This design comes from an exercise in tuning for small area on the open sky130 flow, not from production work.
No functional check of the RTL was part of any run shown here.
No activity file was given, so power comes from the tool's default toggle rates.

==> flow/design.v <==
module clock (
  input clk,
  input reset,
  input switch,
  output [6:0] led_a,
  output [6:0] led_b,
  output [6:0] led_c,
  output [6:0] led_d,
  output [6:0] led_e,
  output [6:0] led_f
);
reg [3:0] cyc;
wire [3:0] cyc_n;
wire cyc_last;
reg [3:0] s0;
wire [3:0] s0_n;
wire s0_last;
reg [2:0] s1;
wire [2:0] s1_n;
wire s1_last;
reg [3:0] m0;
wire [3:0] m0_n;
wire m0_last;
reg [2:0] m1;
wire [2:0] m1_n;
wire m1_last;
reg [4:0] hr;
wire [4:0] hr_n;
wire hr_last;
wire en_s0 = cyc_last;
wire en_s1 = en_s0 & s0_last;
wire en_m0 = en_s1 & s1_last;
wire en_m1 = en_m0 & m0_last;
wire en_hr = en_m1 & m1_last;
assign cyc_n[0] = (~cyc[0] & reset);
assign cyc_n[1] = (cyc[0] & ~cyc[1] & ~cyc[3] & reset) | (~cyc[0] & cyc[1] & reset);
assign cyc_n[2] = (cyc[0] & cyc[1] & ~cyc[2] & reset) | (~cyc[1] & cyc[2] & reset) | (~cyc[0] & cyc[2] & reset);
assign cyc_n[3] = (~cyc[0] & cyc[3] & reset) | (cyc[0] & cyc[1] & cyc[2] & reset);
assign cyc_last = (cyc[0] & cyc[3]);
assign s0_n[0] = (s0[0] & ~en_s0 & reset) | (~s0[0] & en_s0 & reset);
assign s0_n[1] = (s0[1] & ~en_s0 & reset) | (s0[0] & ~s0[1] & ~s0[3] & en_s0 & reset) | (~s0[0] & s0[1] & reset);
assign s0_n[2] = (s0[2] & ~en_s0 & reset) | (s0[0] & s0[1] & ~s0[2] & en_s0 & reset) | (~s0[1] & s0[2] & reset) | (~s0[0] & s0[2] & reset);
assign s0_n[3] = (s0[3] & ~en_s0 & reset) | (~s0[0] & s0[3] & reset) | (s0[0] & s0[1] & s0[2] & en_s0 & reset);
assign s0_last = (s0[0] & s0[3]);
assign led_a[0] = (~s0[1] & ~s0[2] & ~s0[3]) | (s0[0] & s0[1] & s0[2]);
assign led_a[1] = (s0[0] & ~s0[2] & ~s0[3]) | (s0[1] & ~s0[2]) | (s0[0] & s0[1]);
assign led_a[2] = (s0[0]) | (~s0[1] & s0[2]);
assign led_a[3] = (s0[0] & ~s0[1] & ~s0[2] & ~s0[3]) | (~s0[0] & ~s0[1] & s0[2]) | (s0[0] & s0[1] & s0[2]);
assign led_a[4] = (~s0[0] & s0[1] & ~s0[2]);
assign led_a[5] = (s0[0] & ~s0[1] & s0[2]) | (~s0[0] & s0[1] & s0[2]);
assign led_a[6] = (s0[0] & ~s0[1] & ~s0[2] & ~s0[3]) | (~s0[0] & ~s0[1] & s0[2]);
assign s1_n[0] = (s1[0] & ~en_s1 & reset) | (~s1[0] & en_s1 & reset);
assign s1_n[1] = (s1[1] & ~en_s1 & reset) | (s1[0] & ~s1[1] & ~s1[2] & en_s1 & reset) | (~s1[0] & s1[1] & reset);
assign s1_n[2] = (s1[2] & ~en_s1 & reset) | (s1[0] & s1[1] & en_s1 & reset) | (~s1[0] & s1[2] & reset);
assign s1_last = (s1[0] & s1[2]);
assign led_b[0] = (~s1[1] & ~s1[2]);
assign led_b[1] = (s1[0] & ~s1[2]) | (s1[1]);
assign led_b[2] = (s1[0]) | (s1[2]);
assign led_b[3] = (s1[0] & ~s1[1] & ~s1[2]) | (~s1[0] & s1[2]);
assign led_b[4] = (~s1[0] & s1[1]);
assign led_b[5] = (s1[0] & s1[2]);
assign led_b[6] = (s1[0] & ~s1[1] & ~s1[2]) | (~s1[0] & s1[2]);
assign m0_n[0] = (~reset) | (m0[0] & ~en_m0) | (~m0[0] & en_m0);
assign m0_n[1] = (m0[1] & ~en_m0 & reset) | (m0[0] & ~m0[1] & ~m0[3] & en_m0 & reset) | (~m0[0] & m0[1] & reset);
assign m0_n[2] = (m0[2] & ~en_m0 & reset) | (m0[0] & m0[1] & ~m0[2] & en_m0 & reset) | (~m0[1] & m0[2] & reset) | (~m0[0] & m0[2] & reset);
assign m0_n[3] = (~reset) | (m0[3] & ~en_m0) | (~m0[0] & m0[3]) | (m0[0] & m0[1] & m0[2] & en_m0);
assign m0_last = (m0[0] & m0[3]);
assign led_c[0] = (~m0[1] & ~m0[2] & ~m0[3]) | (m0[0] & m0[1] & m0[2]);
assign led_c[1] = (m0[0] & ~m0[2] & ~m0[3]) | (m0[1] & ~m0[2]) | (m0[0] & m0[1]);
assign led_c[2] = (m0[0]) | (~m0[1] & m0[2]);
assign led_c[3] = (m0[0] & ~m0[1] & ~m0[2] & ~m0[3]) | (~m0[0] & ~m0[1] & m0[2]) | (m0[0] & m0[1] & m0[2]);
assign led_c[4] = (~m0[0] & m0[1] & ~m0[2]);
assign led_c[5] = (m0[0] & ~m0[1] & m0[2]) | (~m0[0] & m0[1] & m0[2]);
assign led_c[6] = (m0[0] & ~m0[1] & ~m0[2] & ~m0[3]) | (~m0[0] & ~m0[1] & m0[2]);
assign m1_n[0] = (~reset) | (m1[0] & ~en_m1) | (~m1[0] & en_m1);
assign m1_n[1] = (m1[1] & ~en_m1 & reset) | (m1[0] & ~m1[1] & ~m1[2] & en_m1 & reset) | (~m1[0] & m1[1] & reset);
assign m1_n[2] = (~reset) | (~m1[0] & m1[2]) | (m1[0] & m1[1] & en_m1) | (m1[2] & ~en_m1);
assign m1_last = (m1[0] & m1[2]);
assign led_d[0] = (~m1[1] & ~m1[2]);
assign led_d[1] = (m1[0] & ~m1[2]) | (m1[1]);
assign led_d[2] = (m1[0]) | (m1[2]);
assign led_d[3] = (m1[0] & ~m1[1] & ~m1[2]) | (~m1[0] & m1[2]);
assign led_d[4] = (~m1[0] & m1[1]);
assign led_d[5] = (m1[0] & m1[2]);
assign led_d[6] = (m1[0] & ~m1[1] & ~m1[2]) | (~m1[0] & m1[2]);
assign hr_n[0] = (hr[0] & ~en_hr & reset) | (~hr[0] & en_hr & reset);
assign hr_n[1] = (hr[1] & ~en_hr & reset) | (hr[0] & ~hr[1] & en_hr & reset) | (~hr[0] & hr[1] & reset);
assign hr_n[2] = (~reset) | (hr[2] & ~en_hr) | (hr[0] & hr[1] & ~hr[2] & en_hr) | (~hr[1] & hr[2]) | (~hr[0] & hr[2]);
assign hr_n[3] = (~reset) | (hr[0] & hr[1] & hr[2] & ~hr[3] & ~hr[4] & en_hr) | (hr[3] & ~en_hr) | (~hr[2] & hr[3]) | (~hr[1] & hr[3]) | (~hr[0] & hr[3]);
assign hr_n[4] = (hr[4] & ~en_hr & reset) | (hr[0] & hr[1] & hr[2] & hr[3] & en_hr & reset) | (~hr[2] & hr[4] & reset) | (~hr[1] & hr[4] & reset) | (~hr[0] & hr[4] & reset);
assign hr_last = 1'b0;
assign led_e[0] = (~hr[1] & ~hr[2] & ~hr[3] & ~hr[4] & ~switch) | (hr[0] & hr[1] & hr[2] & ~hr[3] & ~hr[4]) | (hr[0] & ~hr[1] & ~hr[2] & ~hr[3] & ~hr[4]) | (hr[1] & ~hr[2] & hr[3]) | (hr[0] & ~hr[1] & hr[2] & hr[3] & switch) | (hr[0] & hr[1] & hr[4] & switch) | (~hr[1] & hr[2] & hr[4] & ~switch) | (hr[1] & hr[2] & hr[4] & switch) | (hr[0] & ~hr[1] & hr[4] & ~switch);
assign led_f[0] = (~hr[4]) | (~hr[2]) | (switch);
assign led_e[1] = (hr[1] & ~hr[2] & ~hr[3] & ~hr[4]) | (~hr[1] & hr[2] & hr[3]) | (~hr[2] & ~hr[3] & ~hr[4] & switch) | (hr[2] & hr[3] & switch) | (hr[0] & hr[1] & switch) | (hr[1] & hr[2] & hr[4] & ~switch) | (hr[0] & ~hr[2] & ~hr[3] & ~hr[4]) | (hr[0] & ~hr[1] & hr[4] & ~switch) | (hr[0] & hr[1] & ~hr[2] & ~hr[4]) | (hr[0] & hr[1] & ~hr[3] & ~hr[4]);
assign led_f[1] = (hr[2] & hr[3] & ~switch) | (hr[4] & ~switch) | (~hr[0] & ~hr[1] & ~hr[2] & ~hr[3] & ~hr[4] & switch) | (hr[1] & ~hr[2] & hr[3]) | (~hr[0] & ~hr[1] & hr[2] & hr[3]) | (hr[1] & hr[2] & hr[4]);
assign led_e[2] = (hr[0]) | (~hr[1] & ~hr[2] & hr[4] & switch) | (~hr[1] & hr[2] & ~hr[3] & ~hr[4]) | (hr[1] & hr[2] & hr[3] & ~switch);
assign led_f[2] = (hr[2] & hr[3] & ~switch) | (~hr[0] & ~hr[1] & ~hr[2] & ~hr[3] & ~hr[4] & switch) | (hr[1] & ~hr[2] & hr[3]) | (~hr[0] & ~hr[1] & hr[2] & hr[3]) | (~hr[2] & hr[4] & ~switch) | (hr[1] & hr[2] & hr[4] & switch);
assign led_e[3] = (hr[0] & ~hr[1] & ~hr[2] & ~hr[3] & ~hr[4]) | (~hr[0] & ~hr[1] & hr[2] & ~hr[3] & ~hr[4]) | (hr[0] & hr[1] & hr[2] & ~hr[3] & ~hr[4]) | (hr[0] & hr[1] & ~hr[2] & hr[3]) | (hr[0] & ~hr[1] & hr[2] & hr[3] & switch) | (~hr[0] & hr[1] & hr[2] & hr[3] & ~switch) | (~hr[0] & ~hr[1] & ~hr[2] & hr[4] & switch) | (hr[0] & hr[1] & hr[4] & switch) | (hr[0] & ~hr[1] & hr[4] & ~switch);
assign led_f[3] = (hr[2] & hr[3] & ~switch) | (~hr[0] & ~hr[1] & ~hr[2] & ~hr[3] & ~hr[4] & switch) | (hr[1] & ~hr[2] & hr[3]) | (~hr[0] & ~hr[1] & hr[2] & hr[3]) | (~hr[2] & hr[4] & ~switch) | (hr[1] & hr[2] & hr[4] & switch);
assign led_e[4] = (~hr[0] & ~hr[2] & ~hr[3] & ~hr[4] & switch) | (~hr[0] & hr[1] & ~hr[2] & ~hr[3] & ~hr[4]) | (~hr[0] & hr[2] & hr[3] & switch) | (~hr[0] & ~hr[1] & hr[2] & hr[3]) | (~hr[0] & hr[1] & hr[2] & hr[4] & ~switch);
assign led_f[4] = (hr[2] & hr[4] & ~switch);
assign led_e[5] = (hr[0] & ~hr[1] & hr[2] & ~hr[3] & ~hr[4]) | (~hr[0] & hr[1] & hr[2] & ~hr[3] & ~hr[4]) | (~hr[0] & ~hr[1] & ~hr[2] & hr[4] & ~switch) | (hr[0] & ~hr[1] & ~hr[2] & hr[4] & switch) | (~hr[0] & hr[1] & ~hr[2] & hr[4] & switch) | (hr[0] & hr[1] & hr[2] & hr[3] & ~switch);
assign led_f[5] = 1'b0;
assign led_e[6] = (hr[0] & ~hr[1] & ~hr[2] & ~hr[3] & ~hr[4]) | (~hr[0] & ~hr[1] & hr[2] & ~hr[3] & ~hr[4]) | (hr[0] & hr[1] & ~hr[2] & hr[3]) | (hr[0] & ~hr[1] & hr[2] & hr[3] & switch) | (~hr[0] & ~hr[1] & ~hr[2] & hr[4] & switch) | (hr[0] & ~hr[1] & hr[2] & hr[4] & ~switch) | (~hr[0] & hr[1] & hr[2] & hr[3] & ~switch) | (hr[0] & hr[1] & hr[2] & hr[4] & switch);
assign led_f[6] = (hr[2] & hr[3] & ~switch) | (~hr[0] & ~hr[1] & ~hr[2] & ~hr[3] & ~hr[4] & switch) | (hr[1] & ~hr[2] & hr[3]) | (~hr[0] & ~hr[1] & hr[2] & hr[3]) | (~hr[2] & hr[4] & ~switch) | (hr[1] & hr[2] & hr[4] & switch);
always @(posedge clk) begin
  cyc <= cyc_n;
  s0 <= s0_n;
  s1 <= s1_n;
  m0 <= m0_n;
  m1 <= m1_n;
  hr <= hr_n;
end
endmodule
==> flow/run.sh <==
#!/bin/bash
# synth_recipe.tcl (not shown) runs the flow's synth.tcl, then flattens the netlist and writes it again
# the make line also repeats each setting of config.mk as NAME=value (left out here)
make -C /OpenROAD-flow-scripts/flow DESIGN_CONFIG=/design/flow/config.mk WORK_HOME=/design/flow/orfs CLKGATE_MAP_FILE= SYNTH_SCRIPT=/design/flow/synth_recipe.tcl finish
==> flow/config.mk <==
export PLATFORM = sky130hd
export DESIGN_NAME = clock
export DESIGN_NICKNAME = clock
export VERILOG_FILES = /design/flow/design.v
export SDC_FILE = /design/flow/constraint.sdc
export NUM_CORES = 4
export LEC_CHECK = 0
export ABC_AREA = 1
export CAP_MARGIN = 20
export CORE_MARGIN = 2
export CORE_UTILIZATION = 40
export SLEW_MARGIN = 20
==> flow/constraint.sdc <==
create_clock -name core_clock -period 20.0 [get_ports {clk}]
set_input_delay 4.0000 -clock core_clock [delete_from_list [all_inputs] [get_ports {clk}]]
set_output_delay 4.0000 -clock core_clock [all_outputs]
set_load 0.01 [all_outputs]
==> flow_summary.html, run 1 <==
<table>
<tr><th>Metric</th><th>Value</th></tr>
<tr><th colspan="2">Synthesis</th></tr>
<tr><td>Number of enable flip-flop cells after synthesis</td><td>0</td></tr>
<tr><td>Most used flip-flop cell after synthesis</td><td>sky130_fd_sc_hd__dfxtp_1</td></tr>
<tr><td>Cell type contributing the most total cell area after synthesis</td><td>sky130_fd_sc_hd__dfxtp_1</td></tr>
<tr><td>Syn avg cell area</td><td>6.221 um^2</td></tr>
<tr><td>Synthesis-stage register bit count</td><td>23</td></tr>
<tr><td>Most repeated cell in the gate-level netlist after synthesis</td><td>sky130_fd_sc_hd__nand2_1</td></tr>
<tr><td>Leading post-synthesis cells by instance count</td><td>56 x sky130_fd_sc_hd__nand2_1, 36 x sky130_fd_sc_hd__inv_1, 32 x sky130_fd_sc_hd__nor2_1, 23 x sky130_fd_sc_hd__dfxtp_1, 20 x sky130_fd_sc_hd__o21ai_0</td></tr>
<tr><td>Synth top area cells</td><td>sky130_fd_sc_hd__dfxtp_1 29%, sky130_fd_sc_hd__nand2_1 13%, sky130_fd_sc_hd__inv_1 8.6%</td></tr>
<tr><td>Post-synth net total</td><td>approximately 260</td></tr>
<tr><td>Fraction of registers with async set/reset</td><td>0%</td></tr>
<tr><td>Top-area cell type share of the netlist area</td><td>around 30%</td></tr>
<tr><td>Sequential area share after synthesis</td><td>29.37%</td></tr>
<tr><td>Number of warnings reported in the yosys synthesis log</td><td>1</td></tr>
<tr><td>Number of library cell types mapped by synthesis</td><td>32</td></tr>
<tr><td>Post-synthesis instance area</td><td>1568 um^2</td></tr>
<tr><td>Gate Count Post-Synth</td><td>about 250</td></tr>
<tr><th colspan="2">Die</th></tr>
<tr><td>Core footprint</td><td>between 3000 and 4000 um^2</td></tr>
<tr><td>Io pins</td><td>45</td></tr>
<tr><td>Initial Utilization</td><td>between 40% and 50%</td></tr>
<tr><td>Floorplan die height</td><td>~67 um</td></tr>
<tr><td>Count of standard-cell rows</td><td>22</td></tr>
<tr><td>Chip width</td><td>66.61 um</td></tr>
<tr><td>Area of the die</td><td>4436 um^2</td></tr>
<tr><th colspan="2">STA</th></tr>
<tr><td>Final clock period utilization by the worst path</td><td>slightly below 50%</td></tr>
<tr><td>Slew Viols, Final</td><td>0</td></tr>
<tr><td>Total negative slack for setup checks</td><td>0 ns</td></tr>
<tr><td>Hold slack final</td><td>about 0.46 ns</td></tr>
<tr><td>Remaining max-slew budget at the tightest pin</td><td>between 50% and 60%</td></tr>
<tr><td>Final critical delay including setup and external delays</td><td>between 9 and 10 ns</td></tr>
<tr><td>Actual slew at the worst max-slew pin</td><td>between 0.6 and 0.7 ns</td></tr>
<tr><td>Final setup fails</td><td>0</td></tr>
<tr><td>Highest attainable clock frequency</td><td>101.7 MHz</td></tr>
<tr><td>Setup repair after global routing missed its margin</td><td>no</td></tr>
<tr><td>Final number of hold-violating endpoints</td><td>0</td></tr>
<tr><td>Final worst clock skew</td><td>between 0.009 and 0.01 ns</td></tr>
<tr><th colspan="2">Routing</th></tr>
<tr><td>Antenna Violating Nets Remaining</td><td>0</td></tr>
<tr><td>Remaining DRCs</td><td>0</td></tr>
<tr><td>Aggregate routed wire length</td><td>3464 um</td></tr>
<tr><td>Length of the first detailed-routing pass in iterations</td><td>4</td></tr>
<tr><td>Total number of vias</td><td>around 1,700</td></tr>
<tr><td>Number of vias per cell after detailed routing</td><td>4.961</td></tr>
<tr><td>Number of violations reported at the end of detailed-routing iteration 0</td><td>about 170</td></tr>
<tr><td>Wirelength per Cell</td><td>~10 um</td></tr>
<tr><th colspan="2">Power and ir drop</th></tr>
<tr><td>Static leakage power</td><td>between 0.0009 and 0.001 uW</td></tr>
<tr><td>PwrDens</td><td>slightly below 40 nW/um^2</td></tr>
<tr><td>Peak ir drop on the vdd network</td><td>31.61 uV</td></tr>
<tr><th colspan="2">Clock tree</th></tr>
<tr><td>Number of gates given a new drive strength after cts</td><td>0</td></tr>
<tr><td>Clock sink count</td><td>23</td></tr>
<tr><td>Number of CTS-inserted buffers</td><td>3</td></tr>
<tr><td>CTS Buffer Depth</td><td>2</td></tr>
<tr><td>Buffer type at the clock tree root</td><td>sky130_fd_sc_hd__clkbuf_8</td></tr>
<tr><td>Cts hold-fix bufs</td><td>0</td></tr>
<tr><td>Clock latency on the worst-skew pair</td><td>0.27 ns</td></tr>
<tr><td>CTS tree</td><td>yes</td></tr>
<tr><td>Number of H-tree levels</td><td>1</td></tr>
<tr><td>Post-CTS Setup Repair Bufs</td><td>0</td></tr>
<tr><td>Clock transition at the registers of the reported paths</td><td>roughly 0.090 ns</td></tr>
<tr><th colspan="2">Layout</th></tr>
<tr><td>Total inserted antenna cells</td><td>0</td></tr>
<tr><td>Area occupied by multi-input gates</td><td>about 900 um^2</td></tr>
<tr><td>Ratio of cells with drive above 1 in the final layout</td><td>4.912%</td></tr>
<tr><td>Storage cell area</td><td>about 460 um^2</td></tr>
<tr><td># fillers</td><td>392</td></tr>
<tr><td>Syn-to-layout area delta</td><td>28.41%</td></tr>
<tr><td>Count of nets after finishing</td><td>~290</td></tr>
<tr><th colspan="2">Setup path</th></tr>
<tr><td>Worst setup EP type</td><td>output pin</td></tr>
<tr><td>CP startpoint</td><td>switch</td></tr>
<tr><td>Depth of the worst register-to-register path</td><td>6</td></tr>
<tr><td>Required time reported for the critical path endpoint</td><td>between 15 and 20 ns</td></tr>
<tr><td>Critical path peak fanout</td><td>11</td></tr>
<tr><td>Signal arrival time at the worst endpoint</td><td>between 5 and 6 ns</td></tr>
<tr><td>Classification of the worst setup path</td><td>in -&gt; out</td></tr>
<tr><td>Endpoint of the worst-slack reg-to-reg timing path</td><td>hr[4]</td></tr>
<tr><td>Launching point of the worst reg2reg path</td><td>hr[1]</td></tr>
<tr><td>Worst-case register-to-register setup slack</td><td>about 19 ns</td></tr>
<tr><td>Critical Path Start Type</td><td>primary input</td></tr>
<tr><td>CP Capture Point</td><td>led_e[4]</td></tr>
<tr><th colspan="2">GRT</th></tr>
<tr><td>Final global-route overflow total</td><td>0</td></tr>
<tr><td>Vias in the first global route</td><td>~1,500</td></tr>
<tr><td>Number of antenna violations at the first check in global routing</td><td>0</td></tr>
<tr><td>GRT Resource Usage Total</td><td>approximately 17%</td></tr>
<tr><td>First-pass GRT wire length</td><td>slightly above 6000 um</td></tr>
<tr><td>Largest net degree at the start of global routing</td><td>19</td></tr>
<tr><th colspan="2">Placed design</th></tr>
<tr><td>HPWL Detailed</td><td>between 2000 and 3000 um</td></tr>
<tr><td>Final weighted congestion in routability-driven placement</td><td>around 0.86</td></tr>
<tr><td>Port buffer count</td><td>43</td></tr>
<tr><th colspan="2">Status</th></tr>
<tr><td>Run status</td><td>finished clean</td></tr>
<tr><th colspan="2">Job</th></tr>
<tr><td>Count of max-cap constraint violations</td><td>0</td></tr>
<tr><th colspan="2">Hold path</th></tr>
<tr><td>Path category of the worst min-delay check</td><td>reg -&gt; reg</td></tr>
</table>
area by class of cell:
type	count	area share [%]
Clock buffer	3	2.051
Clock inverter	1	0.3729
Inverter	37	6.899
Multi-Input combinational cell	178	43.44
Sequential cell	23	22.87
Tap cell	48	2.983
Timing Repair Buffer	43	21.38
logic make-up after synthesis:
group / after synthesis / synth area share [%]
AO/OA/AOI/OAI: 51 / 18.04
buffers and inverters: 51 / 14.84
AND/OR/NAND/NOR: 126 / 37.51
flip-flops: 23 / 29.37
other: 1 / 0.2392
critical path, stage by stage:
cell and delay (ns):
sky130_fd_sc_hd__clkdlybuf4s50_1 0.59, sky130_fd_sc_hd__nor2_2 0.23, sky130_fd_sc_hd__nand2_1 0.12, sky130_fd_sc_hd__a21oi_1 0.15, sky130_fd_sc_hd__nor2_1 0.07, sky130_fd_sc_hd__o21bai_1 0.12, sky130_fd_sc_hd__clkdlybuf4s50_1 0.55
flip-flops by register name, indices dropped and copies added (netlist names):
register and count:
s1 3, hr 5, m0 4, s0 4, cyc 4, m1 3
through the flow:
step / setup WS (ns) / instance area [um^2] / total power [uW] / cells / utilization (%)
6_report: 10.17 / 2013 / 79.18 / 333 / 54.18
5_1_grt: 10.01 / 2013 / 82.80 / 333 / 54.18
4_1_cts: 10.15 / 2013 / 80.27 / 333 / 54.18
3_5_place_dp: 10.15 / 1964 / 50.53 / 329 / 52.86
3_3_place_gp: 10.21 / 1964 / 50.50 / 329 / 52.86
2_1_floorplan: 11.10 / 1568 / 49.79 / 252 / -
cells in the final DEF, fill, tap and decap left out, types with 2 or more instances in the layout:
master | netlist | routed
sky130_fd_sc_hd__inv_1 | 36 | 36
sky130_fd_sc_hd__o31ai_1 | 2 | 2
sky130_fd_sc_hd__clkbuf_8 | 0 | 3
sky130_fd_sc_hd__nor3_1 | 4 | 4
sky130_fd_sc_hd__o21a_1 | 2 | 2
sky130_fd_sc_hd__nand3_1 | 17 | 17
sky130_fd_sc_hd__nor2_2 | 2 | 2
sky130_fd_sc_hd__nand2_2 | 2 | 2
sky130_fd_sc_hd__nor2_1 | 32 | 32
sky130_fd_sc_hd__o21ai_1 | 2 | 2
sky130_fd_sc_hd__nand4_1 | 4 | 4
sky130_fd_sc_hd__nor4_1 | 2 | 2
sky130_fd_sc_hd__clkdlybuf4s50_1 | 0 | 43
sky130_fd_sc_hd__o21ai_0 | 20 | 20
sky130_fd_sc_hd__nor2_8 | 2 | 2
sky130_fd_sc_hd__a21oi_1 | 19 | 19
sky130_fd_sc_hd__nand2_1 | 56 | 56
sky130_fd_sc_hd__dfxtp_1 | 23 | 23
sky130_fd_sc_hd__o21bai_1 | 2 | 2
metal layers:
layer  track usage, %  up-vias  part of all wire [%]
met5                0        -                     0
met4            5.612        0                  0.23
met1            22.81      705                    48
li1                 -      877                     -
met2            28.25       68                    45
met3            2.872        2                   6.6
report_power, final:
part	switching, uW	internal (uW)
clock	15.7	14.1
combinational	1.92	0.964
sequential	0.356	46.2
how the worst min path moves through the flow:
stage	from	end	depth (start not counted)
after global placement	cyc[2]	cyc[2]	1
after CTS	cyc[2]	cyc[2]	1
final	cyc[2]	cyc[2]	1
after detailed placement	cyc[2]	cyc[2]	1
after global routing	cyc[3]	cyc[3]	2
after floorplan	cyc[2]	cyc[2]	1
==> run 2: changes to the inputs <==
==> flow/flow/run.sh (new file) <==
#!/bin/bash
# Standard ORFS flow, with two changes: the combinational logic of the standard
# synthesis netlist is re-optimised with a stronger ABC script (registers are kept
# as the standard synthesis made them), and ports are buffered with buf_1.
set -euo pipefail
W=$(pwd)
R=$W/orfs/results/$FLOW_PLATFORM/clock/base
LIB=$FLOW_HOME/platforms/$FLOW_PLATFORM/lib/sky130_fd_sc_hd__tt_025C_1v80.lib

bash standard.sh synth > $W/std_synth.log 2>&1
cp $R/1_2_yosys.v $W/std_netlist.v

cat > $W/reopt.ys <<EOF
read_liberty -ignore_miss_func $LIB
read_verilog $W/std_netlist.v
hierarchy -top $FLOW_TOP
setattr -mod -set keep_hierarchy 1 sky130_fd_sc_hd__df*
flatten
opt_clean -purge
abc -script $W/flow/deep.abc -liberty $LIB -dont_use *probe* -dont_use *lpflow* -dont_use *clkbuf* -dont_use *clkinv*
opt_clean -purge
hilomap -singleton -hicell sky130_fd_sc_hd__conb_1 HI -locell sky130_fd_sc_hd__conb_1 LO
select $FLOW_TOP
write_verilog -noattr -noexpr -selected $W/reopt_netlist.v
EOF
yosys -l $W/reopt.log -q $W/reopt.ys > /dev/null 2>&1

rm -f $R/1_synth.odb $R/1_synth.sdc
cp $W/reopt_netlist.v $R/1_2_yosys.v
bash standard.sh BUFFER_PORTS_ARGS="-buffer_cell sky130_fd_sc_hd__buf_1" CTS_ARGS="-sink_clustering_enable -repair_clock_nets -buf_list sky130_fd_sc_hd__clkbuf_8 -root_buf sky130_fd_sc_hd__clkbuf_8 -sink_clustering_size 30 -dont_use_dummy_load" finish > $W/std_flow.log 2>&1
==> flow/flow/deep.abc (new file) <==
strash
dc2
&get -n
&deepsyn -T 20
&put
dch -f
amap
topo
==> flow/standard.sh (new file) <==
#!/bin/bash
# synth_recipe.tcl (not shown) runs the flow's synth.tcl, then flattens the netlist and writes it again
# the make line also repeats each setting of config.mk as NAME=value (left out here)
make -C /OpenROAD-flow-scripts/flow DESIGN_CONFIG=/design/flow/config.mk WORK_HOME=/design/flow/orfs CLKGATE_MAP_FILE= SYNTH_SCRIPT=/design/flow/synth_recipe.tcl "${@:-finish}"
removed: flow/run.sh
==> flow_summary.html, run 2 <==
<table>
<tr><th>Metric</th><th>Value</th></tr>
<tr><th colspan="2">GRT</th></tr>
<tr><td>Met2 track demand over resource</td><td>between 20% and 30%</td></tr>
<tr><td>Vias in the first global route</td><td>about 1,100</td></tr>
<tr><td>Final global-route overflow total</td><td>0</td></tr>
<tr><td>GRT Resource Usage Total</td><td>~17%</td></tr>
<tr><td>Met1 usage</td><td>20.25%</td></tr>
<tr><td>Number of antenna violations at the first check in global routing</td><td>0</td></tr>
<tr><td>Grt met3 use</td><td>4.615%</td></tr>
<tr><td>GR peak layer</td><td>met2</td></tr>
<tr><td>First-pass GRT wire length</td><td>roughly 4500 um</td></tr>
<tr><td>Largest net degree at the start of global routing</td><td>15</td></tr>
<tr><th colspan="2">Clock tree</th></tr>
<tr><td>Clock latency on the worst-skew pair</td><td>approximately 0.26 ns</td></tr>
<tr><td>Clock transition at the registers of the reported paths</td><td>0.08 ns</td></tr>
<tr><td>Number of CTS-inserted buffers</td><td>3</td></tr>
<tr><td>Cts hold-fix bufs</td><td>0</td></tr>
<tr><td>Buffer type at the clock tree root</td><td>sky130_fd_sc_hd__clkbuf_8</td></tr>
<tr><td>Post-CTS Setup Repair Bufs</td><td>0</td></tr>
<tr><td>Clock sink count</td><td>23</td></tr>
<tr><td>CTS tree</td><td>yes</td></tr>
<tr><td>CTS Buffer Depth</td><td>2</td></tr>
<tr><td>Number of gates given a new drive strength after cts</td><td>0</td></tr>
<tr><td>Number of H-tree levels</td><td>1</td></tr>
<tr><th colspan="2">Die</th></tr>
<tr><td>Floorplan die height</td><td>about 59 um</td></tr>
<tr><td>Area of the die</td><td>3434 um^2</td></tr>
<tr><td>Chip width</td><td>around 59 um</td></tr>
<tr><td>Io pins</td><td>45</td></tr>
<tr><td>Initial Utilization</td><td>about 43%</td></tr>
<tr><td>Core footprint</td><td>between 2000 and 3000 um^2</td></tr>
<tr><td>Count of standard-cell rows</td><td>19</td></tr>
<tr><th colspan="2">STA</th></tr>
<tr><td>Final clock period utilization by the worst path</td><td>approximately 50%</td></tr>
<tr><td>Final setup fails</td><td>0</td></tr>
<tr><td>Setup repair after global routing missed its margin</td><td>no</td></tr>
<tr><td>Highest attainable clock frequency</td><td>approximately 100 MHz</td></tr>
<tr><td>Total negative slack for setup checks</td><td>0 ns</td></tr>
<tr><td>Final number of hold-violating endpoints</td><td>0</td></tr>
<tr><td>Slew Viols, Final</td><td>0</td></tr>
<tr><td>Final worst clock skew</td><td>roughly 0.012 ns</td></tr>
<tr><td>Final critical delay including setup and external delays</td><td>10.02 ns</td></tr>
<tr><td>Hold slack final</td><td>0.4636 ns</td></tr>
<tr><th colspan="2">Hold path</th></tr>
<tr><td>Path category of the worst min-delay check</td><td>reg -&gt; reg</td></tr>
<tr><td>Startpoint of the lowest-slack hold path</td><td>cyc[3]</td></tr>
<tr><td>Worst Hold Path EP</td><td>cyc[3]</td></tr>
<tr><td>Number of cells on the worst hold path</td><td>1</td></tr>
<tr><th colspan="2">Power and ir drop</th></tr>
<tr><td>PwrDens</td><td>between 50 and 60 nW/um^2</td></tr>
<tr><td>Static leakage power</td><td>between 0.0006 and 0.0007 uW</td></tr>
<tr><td>Peak ir drop on the vdd network</td><td>53.20 uV</td></tr>
<tr><th colspan="2">Layout</th></tr>
<tr><td># fillers</td><td>306</td></tr>
<tr><td>Max FFs per register</td><td>5</td></tr>
<tr><td>Total inserted antenna cells</td><td>0</td></tr>
<tr><td>Register with the most flip-flops</td><td>hr</td></tr>
<tr><td>Post-route cell area</td><td>around 1400 um^2</td></tr>
<tr><td>Count of nets after finishing</td><td>228</td></tr>
<tr><td>Leading cell type in the layout, fill and taps excluded</td><td>sky130_fd_sc_hd__nor2_1</td></tr>
<tr><td>Highest-count cells in the layout ignoring fill and taps</td><td>44 x sky130_fd_sc_hd__nor2_1, 43 x sky130_fd_sc_hd__buf_1, 30 x sky130_fd_sc_hd__inv_1</td></tr>
<tr><td>Ratio of cells with drive above 1 in the final layout</td><td>under 10%</td></tr>
<tr><td>Syn-to-layout area delta</td><td>20.25%</td></tr>
<tr><th colspan="2">Setup path</th></tr>
<tr><td>Most common cell on crit path</td><td>sky130_fd_sc_hd__o21ai_0</td></tr>
<tr><td>Classification of the worst setup path</td><td>in -&gt; out</td></tr>
<tr><td>Standard cell with the maximum stage delay on the critical path</td><td>sky130_fd_sc_hd__a311oi_1</td></tr>
<tr><td>Critical path peak fanout</td><td>3</td></tr>
<tr><td>Critical Path Max Stage Delay</td><td>between 0.3 and 0.4 ns</td></tr>
<tr><td>Launching point of the worst reg2reg path</td><td>cyc[0]</td></tr>
<tr><td>Depth of the worst register-to-register path</td><td>14</td></tr>
<tr><td>Endpoint of the worst-slack reg-to-reg timing path</td><td>hr[3]</td></tr>
<tr><td>Critical Path Start Type</td><td>primary input</td></tr>
<tr><td>Worst path cell trace</td><td>buf_1, nor2_1, nor3_1, nor2_1, o21ai_0, inv_1, o21ai_0, nand2_1, a311oi_1, nor2_1, o21ai_0, o21ai_0, buf_1</td></tr>
<tr><td>Required time reported for the critical path endpoint</td><td>16.00 ns</td></tr>
<tr><td>Signal arrival time at the worst endpoint</td><td>6.02 ns</td></tr>
<tr><td>Worst setup EP type</td><td>output pin</td></tr>
<tr><td>Worst-case register-to-register setup slack</td><td>~17 ns</td></tr>
<tr><th colspan="2">Synthesis</th></tr>
<tr><td>Syn avg cell area</td><td>between 6 and 7 um^2</td></tr>
<tr><td>Post-synth net total</td><td>between 150 and 200</td></tr>
<tr><td>Post-synthesis instance area</td><td>around 1200 um^2</td></tr>
<tr><td>Number of warnings reported in the yosys synthesis log</td><td>1</td></tr>
<tr><td>Gate Count Post-Synth</td><td>roughly 180</td></tr>
<tr><th colspan="2">Placed design</th></tr>
<tr><td>Instance area after placement</td><td>between 1000 and 1500 um^2</td></tr>
<tr><td>Final weighted congestion in routability-driven placement</td><td>~0.91</td></tr>
<tr><td>HPWL Detailed</td><td>2176 um</td></tr>
<tr><td>Port buffer count</td><td>43</td></tr>
<tr><th colspan="2">Routing</th></tr>
<tr><td>Aggregate routed wire length</td><td>approximately 2700 um</td></tr>
<tr><td>Antenna Violating Nets Remaining</td><td>0</td></tr>
<tr><td>Number of vias per cell after detailed routing</td><td>~5.1</td></tr>
<tr><td>Total number of vias</td><td>~1,300</td></tr>
<tr><td>Number of violations reported at the end of detailed-routing iteration 0</td><td>50</td></tr>
<tr><td>Length of the first detailed-routing pass in iterations</td><td>20</td></tr>
<tr><td>Wirelength per Cell</td><td>10.52 um</td></tr>
<tr><td>Remaining DRCs</td><td>0</td></tr>
<tr><th colspan="2">Job</th></tr>
<tr><td>Count of max-cap constraint violations</td><td>0</td></tr>
<tr><th colspan="2">Status</th></tr>
<tr><td>Run status</td><td>finished clean</td></tr>
</table>
==> run 2: layout make-up <==
| cell class | count | area [um^2] | area share (%) |
|---|---|---|---|
| flip-flops and latches | 23 | 460.4 | 32.11 |
| well taps | 31 | 38.79 | 2.705 |
| clock buffers | 3 | 41.29 | 2.880 |
| inverters | 30 | 112.6 | 7.853 |
| multi-input cells | 124 | 619.3 | 43.19 |
| repair buffers | 43 | 161.4 | 11.26 |
==> run 2: worst max path at each step <==
stage / from / endpoint / slack [ns] / depth (start not counted)
global route: switch / led_f[2] / 9.61 / 13
CTS: switch / led_f[3] / 9.96 / 13
detailed placement: switch / led_f[3] / 9.95 / 13
global placement: switch / led_f[2] / 10.13 / 13
floorplan: switch / led_f[2] / 10.26 / 10
finish: switch / led_f[3] / 9.98 / 13
==> run 2: worst max-delay path, delay by kind of cell <==
family / cells / cell delay, ns
AOI/OAI and AO/OA: 5 / 1.13
and+or+nand+nor: 5 / 0.55
buffers and inverters: 3 / 0.35
==> run 2: per-layer routing <==
metal / routed length [um] / vias up / share of wire, %
met5: 0 / - / 0
met4: 15 / 0 / 0.56
met3: 171 / 2 / 6.4
met2: 1321 / 40 / 49
met1: 1164 / 563 / 44
li1: - / 678 / -
==> run 2: power breakdown <==
part	internal (uW)	leakage, uW	switching [uW]
Clock	13.4	0.0000216	13.1
Sequential	46.2	0.000186	0.279
Combinational	1.00	0.000402	2.37
Total	60.6	0.000610	15.8
==> run 2: per-stage QoR <==
step / total power [uW] / util [%] / worst slack (ns) / cells
2_1_floorplan: 49.64 / - / 10.26 / 177
3_3_place_gp: 50.85 / 49.64 / 10.13 / 251
3_5_place_dp: 50.98 / 49.64 / 9.952 / 251
4_1_cts: 77.97 / 51.12 / 9.959 / 254
5_1_grt: 80.01 / 51.12 / 9.614 / 254
6_report: 76.41 / 51.12 / 9.977 / 254
==> run 3: changes to the inputs <==
--- a/flow/flow/run.sh
+++ b/flow/flow/run.sh
@@ -27,4 +27,4 @@
 
 rm -f $R/1_synth.odb $R/1_synth.sdc
 cp $W/reopt_netlist.v $R/1_2_yosys.v
-bash standard.sh BUFFER_PORTS_ARGS="-buffer_cell sky130_fd_sc_hd__buf_1" CTS_ARGS="-sink_clustering_enable -repair_clock_nets -buf_list sky130_fd_sc_hd__clkbuf_8 -root_buf sky130_fd_sc_hd__clkbuf_8 -sink_clustering_size 30 -dont_use_dummy_load" finish > $W/std_flow.log 2>&1
+bash standard.sh BUFFER_PORTS_ARGS="-buffer_cell sky130_fd_sc_hd__buf_1" finish > $W/std_flow.log 2>&1
--- a/flow/config.mk
+++ b/flow/config.mk
@@ -9,4 +9,6 @@
 export CAP_MARGIN = 20
 export CORE_MARGIN = 2
 export CORE_UTILIZATION = 40
+export CTS_BUF_LIST = sky130_fd_sc_hd__clkbuf_8
+export CTS_CLUSTER_SIZE = 30
 export SLEW_MARGIN = 20
==> flow_summary.html, run 3 <==
<table>
<tr><th>Metric</th><th>Value</th></tr>
<tr><th colspan="2">Synthesis</th></tr>
<tr><td>Gate Count Post-Synth</td><td>around 180</td></tr>
<tr><td>Post-synth net total</td><td>180</td></tr>
<tr><td>Post-synthesis instance area</td><td>between 1000 and 1500 um^2</td></tr>
<tr><td>Number of warnings reported in the yosys synthesis log</td><td>1</td></tr>
<tr><td>Syn avg cell area</td><td>6.737 um^2</td></tr>
<tr><th colspan="2">Routing</th></tr>
<tr><td>Length of the first detailed-routing pass in iterations</td><td>20</td></tr>
<tr><td>Aggregate routed wire length</td><td>2663 um</td></tr>
<tr><td>Total number of vias</td><td>approximately 1,300</td></tr>
<tr><td>Number of violations reported at the end of detailed-routing iteration 0</td><td>46</td></tr>
<tr><td>Remaining DRCs</td><td>0</td></tr>
<tr><td>Wirelength per Cell</td><td>roughly 10 um</td></tr>
<tr><td>Number of vias per cell after detailed routing</td><td>5.043</td></tr>
<tr><td>Antenna Violating Nets Remaining</td><td>0</td></tr>
<tr><th colspan="2">GRT</th></tr>
<tr><td>Number of antenna violations at the first check in global routing</td><td>0</td></tr>
<tr><td>Final global-route overflow total</td><td>0</td></tr>
<tr><td>Vias in the first global route</td><td>approximately 1,100</td></tr>
<tr><td>GRT Resource Usage Total</td><td>16.61%</td></tr>
<tr><td>Largest net degree at the start of global routing</td><td>15</td></tr>
<tr><td>First-pass GRT wire length</td><td>between 4000 and 5000 um</td></tr>
<tr><th colspan="2">Power and ir drop</th></tr>
<tr><td>PwrDens</td><td>between 50 and 60 nW/um^2</td></tr>
<tr><td>Peak ir drop on the vdd network</td><td>approximately 54 uV</td></tr>
<tr><td>Static leakage power</td><td>0.0006102 uW</td></tr>
<tr><th colspan="2">Die</th></tr>
<tr><td>Area of the die</td><td>roughly 3400 um^2</td></tr>
<tr><td>Count of standard-cell rows</td><td>19</td></tr>
<tr><td>Initial Utilization</td><td>roughly 43%</td></tr>
<tr><td>Floorplan die height</td><td>around 60 um</td></tr>
<tr><td>Io pins</td><td>45</td></tr>
<tr><td>Core footprint</td><td>about 2800 um^2</td></tr>
<tr><td>Chip width</td><td>between 50 and 60 um</td></tr>
<tr><th colspan="2">Setup path</th></tr>
<tr><td>Critical Path Max Stage Delay</td><td>0.33 ns</td></tr>
<tr><td>Critical Path Start Type</td><td>primary input</td></tr>
<tr><td>Worst-case register-to-register setup slack</td><td>between 15 and 20 ns</td></tr>
<tr><td>CP Capture Point</td><td>led_f[3]</td></tr>
<tr><td>Instance count on the critical path</td><td>13</td></tr>
<tr><td>Worst path cell trace</td><td>buf_1, nor2_1, nor3_1, nor2_1, o21ai_0, inv_1, o21ai_0, nand2_1, a311oi_1, nor2_1, o21ai_0, o21ai_0, buf_1</td></tr>
<tr><td>Endpoint of the worst-slack reg-to-reg timing path</td><td>hr[3]</td></tr>
<tr><td>Depth of the worst register-to-register path</td><td>14</td></tr>
<tr><td>Standard cell with the maximum stage delay on the critical path</td><td>sky130_fd_sc_hd__a311oi_1</td></tr>
<tr><td>Launching point of the worst reg2reg path</td><td>cyc[0]</td></tr>
<tr><td>Classification of the worst setup path</td><td>in -&gt; out</td></tr>
<tr><td>Signal arrival time at the worst endpoint</td><td>roughly 6.0 ns</td></tr>
<tr><td>Crit path buffers/inverters</td><td>3</td></tr>
<tr><td>CP startpoint</td><td>switch</td></tr>
<tr><td>Required time reported for the critical path endpoint</td><td>around 16 ns</td></tr>
<tr><td>Most common cell on crit path</td><td>sky130_fd_sc_hd__o21ai_0</td></tr>
<tr><td>Gate family responsible for the most delay along the worst path</td><td>compound AO/OA/AOI/OAI gates</td></tr>
<tr><td>Critical path peak fanout</td><td>3</td></tr>
<tr><td>Worst setup EP type</td><td>output pin</td></tr>
<tr><th colspan="2">STA</th></tr>
<tr><td>Highest attainable clock frequency</td><td>roughly 100 MHz</td></tr>
<tr><td>Final worst clock skew</td><td>0.0007049 ns</td></tr>
<tr><td>Final critical delay including setup and external delays</td><td>between 10 and 15 ns</td></tr>
<tr><td>Total negative slack for setup checks</td><td>0 ns</td></tr>
<tr><td>Final setup fails</td><td>0</td></tr>
<tr><td>Slew Viols, Final</td><td>0</td></tr>
<tr><td>Final number of hold-violating endpoints</td><td>0</td></tr>
<tr><td>Final clock period utilization by the worst path</td><td>50.09%</td></tr>
<tr><td>Setup repair after global routing missed its margin</td><td>no</td></tr>
<tr><th colspan="2">Status</th></tr>
<tr><td>Run status</td><td>finished clean</td></tr>
<tr><th colspan="2">Clock tree</th></tr>
<tr><td>Cts hold-fix bufs</td><td>0</td></tr>
<tr><td>Clock transition at the registers of the reported paths</td><td>~0.080 ns</td></tr>
<tr><td>Number of CTS-inserted buffers</td><td>3</td></tr>
<tr><td>CTS Buffer Depth</td><td>2</td></tr>
<tr><td>Clock sink count</td><td>23</td></tr>
<tr><td>Number of gates given a new drive strength after cts</td><td>0</td></tr>
<tr><td>Clock latency on the worst-skew pair</td><td>roughly 0.26 ns</td></tr>
<tr><td>Buffer type at the clock tree root</td><td>sky130_fd_sc_hd__clkbuf_8</td></tr>
<tr><td>CTS tree</td><td>yes</td></tr>
<tr><td>Number of H-tree levels</td><td>1</td></tr>
<tr><td>Post-CTS Setup Repair Bufs</td><td>0</td></tr>
<tr><th colspan="2">Layout</th></tr>
<tr><td>Area occupied by multi-input gates</td><td>between 600 and 700 um^2</td></tr>
<tr><td>Storage cell area</td><td>about 460 um^2</td></tr>
<tr><td>Leading cell type in the layout, fill and taps excluded</td><td>sky130_fd_sc_hd__nor2_1</td></tr>
<tr><td>Max FFs per register</td><td>5</td></tr>
<tr><td>Count of nets after finishing</td><td>between 200 and 250</td></tr>
<tr><td># fillers</td><td>~310</td></tr>
<tr><td>Total inserted antenna cells</td><td>0</td></tr>
<tr><td>Highest-count cells in the layout ignoring fill and taps</td><td>44 x sky130_fd_sc_hd__nor2_1, 43 x sky130_fd_sc_hd__buf_1, 30 x sky130_fd_sc_hd__inv_1</td></tr>
<tr><td>Post-route cell area</td><td>between 1000 and 1500 um^2</td></tr>
<tr><td>Ratio of cells with drive above 1 in the final layout</td><td>1.786%</td></tr>
<tr><td>Syn-to-layout area delta</td><td>20.88%</td></tr>
<tr><td>Register with the most flip-flops</td><td>hr</td></tr>
<tr><td>Final design utilization</td><td>51.38%</td></tr>
<tr><th colspan="2">Placed design</th></tr>
<tr><td>Final weighted congestion in routability-driven placement</td><td>slightly above 0.9</td></tr>
<tr><td>HPWL Detailed</td><td>around 2200 um</td></tr>
<tr><td>Instance area after placement</td><td>about 1400 um^2</td></tr>
<tr><td>Port buffer count</td><td>43</td></tr>
<tr><th colspan="2">Job</th></tr>
<tr><td>Count of max-cap constraint violations</td><td>0</td></tr>
<tr><th colspan="2">Hold path</th></tr>
<tr><td>Number of cells on the worst hold path</td><td>1</td></tr>
<tr><td>Path category of the worst min-delay check</td><td>reg -&gt; reg</td></tr>
</table>
run 3: where the power goes:
part / total, uW / switching [uW] / internal (uW)
Clock: 28.7 / 14.7 / 14.1
Combinational: 3.37 / 2.37 / 1.00
Sequential: 46.5 / 0.279 / 46.2
Total: 78.6 / 17.3 / 61.3
run 3: per-stage QoR:
stage	power, uW	hold WS (ns)	setup slack (ns)	instances
floorplan	49.64	0.4221	10.26	177
global placement	50.85	0.4442	10.13	251
detailed placement	50.98	0.4479	9.952	251
CTS	80.18	0.4649	9.959	255
global route	82.26	0.4843	9.614	255
finish	78.55	0.4636	9.982	255
run 3: area by class of cell:
type | instances | share of cell area, %
Sequential cell | 23 | 31.94
Timing Repair Buffer | 43 | 11.20
Clock buffer | 3 | 2.865
Clock inverter | 1 | 0.5208
Inverter | 30 | 7.813
Tap cell | 31 | 2.691
Multi-Input combinational cell | 124 | 42.97
run 3: routing by layer:
metal	share of wire (%)	global-route usage [%]	vias up
met4	0.56	3.896	0
met3	6.4	4.615	2
met1	44	20.25	565
met2	49	29.05	40
li1	-	-	679
met5	0	0	-
run 3: how the worst min path moves through the flow:
stage | startpoint | to | slack (ns)
after floorplan | cyc[2] | cyc[2] | 0.42
after global placement | cyc[2] | cyc[2] | 0.44
after detailed placement | cyc[2] | cyc[2] | 0.45
after CTS | cyc[2] | cyc[2] | 0.46
after global routing | cyc[2] | cyc[2] | 0.48
final | cyc[3] | cyc[3] | 0.46
run 3: worst reg2reg max path, delay by kind of cell, from the launching register on:
| family | cells | cell delay (ns) |
|---|---|---|
| AO/OA/AOI/OAI | 1 | 0.17 |
| buffers and inverters | 1 | 0.09 |
| flip-flops | 1 | 0.37 |
| AND/OR/NAND/NOR | 12 | 1.89 |

==> what the ideal ports hide <==
The results above use ideal ports. As a check the final layouts listed here were re-extracted and re-timed, cells and wires unchanged. Step 1: set_driving_cell puts a clkbuf_16 on clk and a buf_2 on each other input, an assumption about the parent block. Step 2 times the ports against the registers' clock, not the clock port: input delays grow and output delays shrink by t, the midpoint of the rising clock arrivals with the driver on. Three values: ideal, step 1, step 2; two values: the first two.
run	t, ns	slack for setup (ns)	worst data-port slew with drivers (ns)	pins driven straight from the clock port
run 1	0.286	10.167 / 10.146 / 10.146	0.03	1
run 2	0.278	9.977 / 9.952 / 9.952	0.03	1
run 3	0.283	9.982 / 9.958 / 9.958	0.03	1
After both steps every run listed still meets setup and hold. For run 2, which loses most, drivers alone change the setup slack by -0.025 ns; drivers and shift together by -0.025 ns.
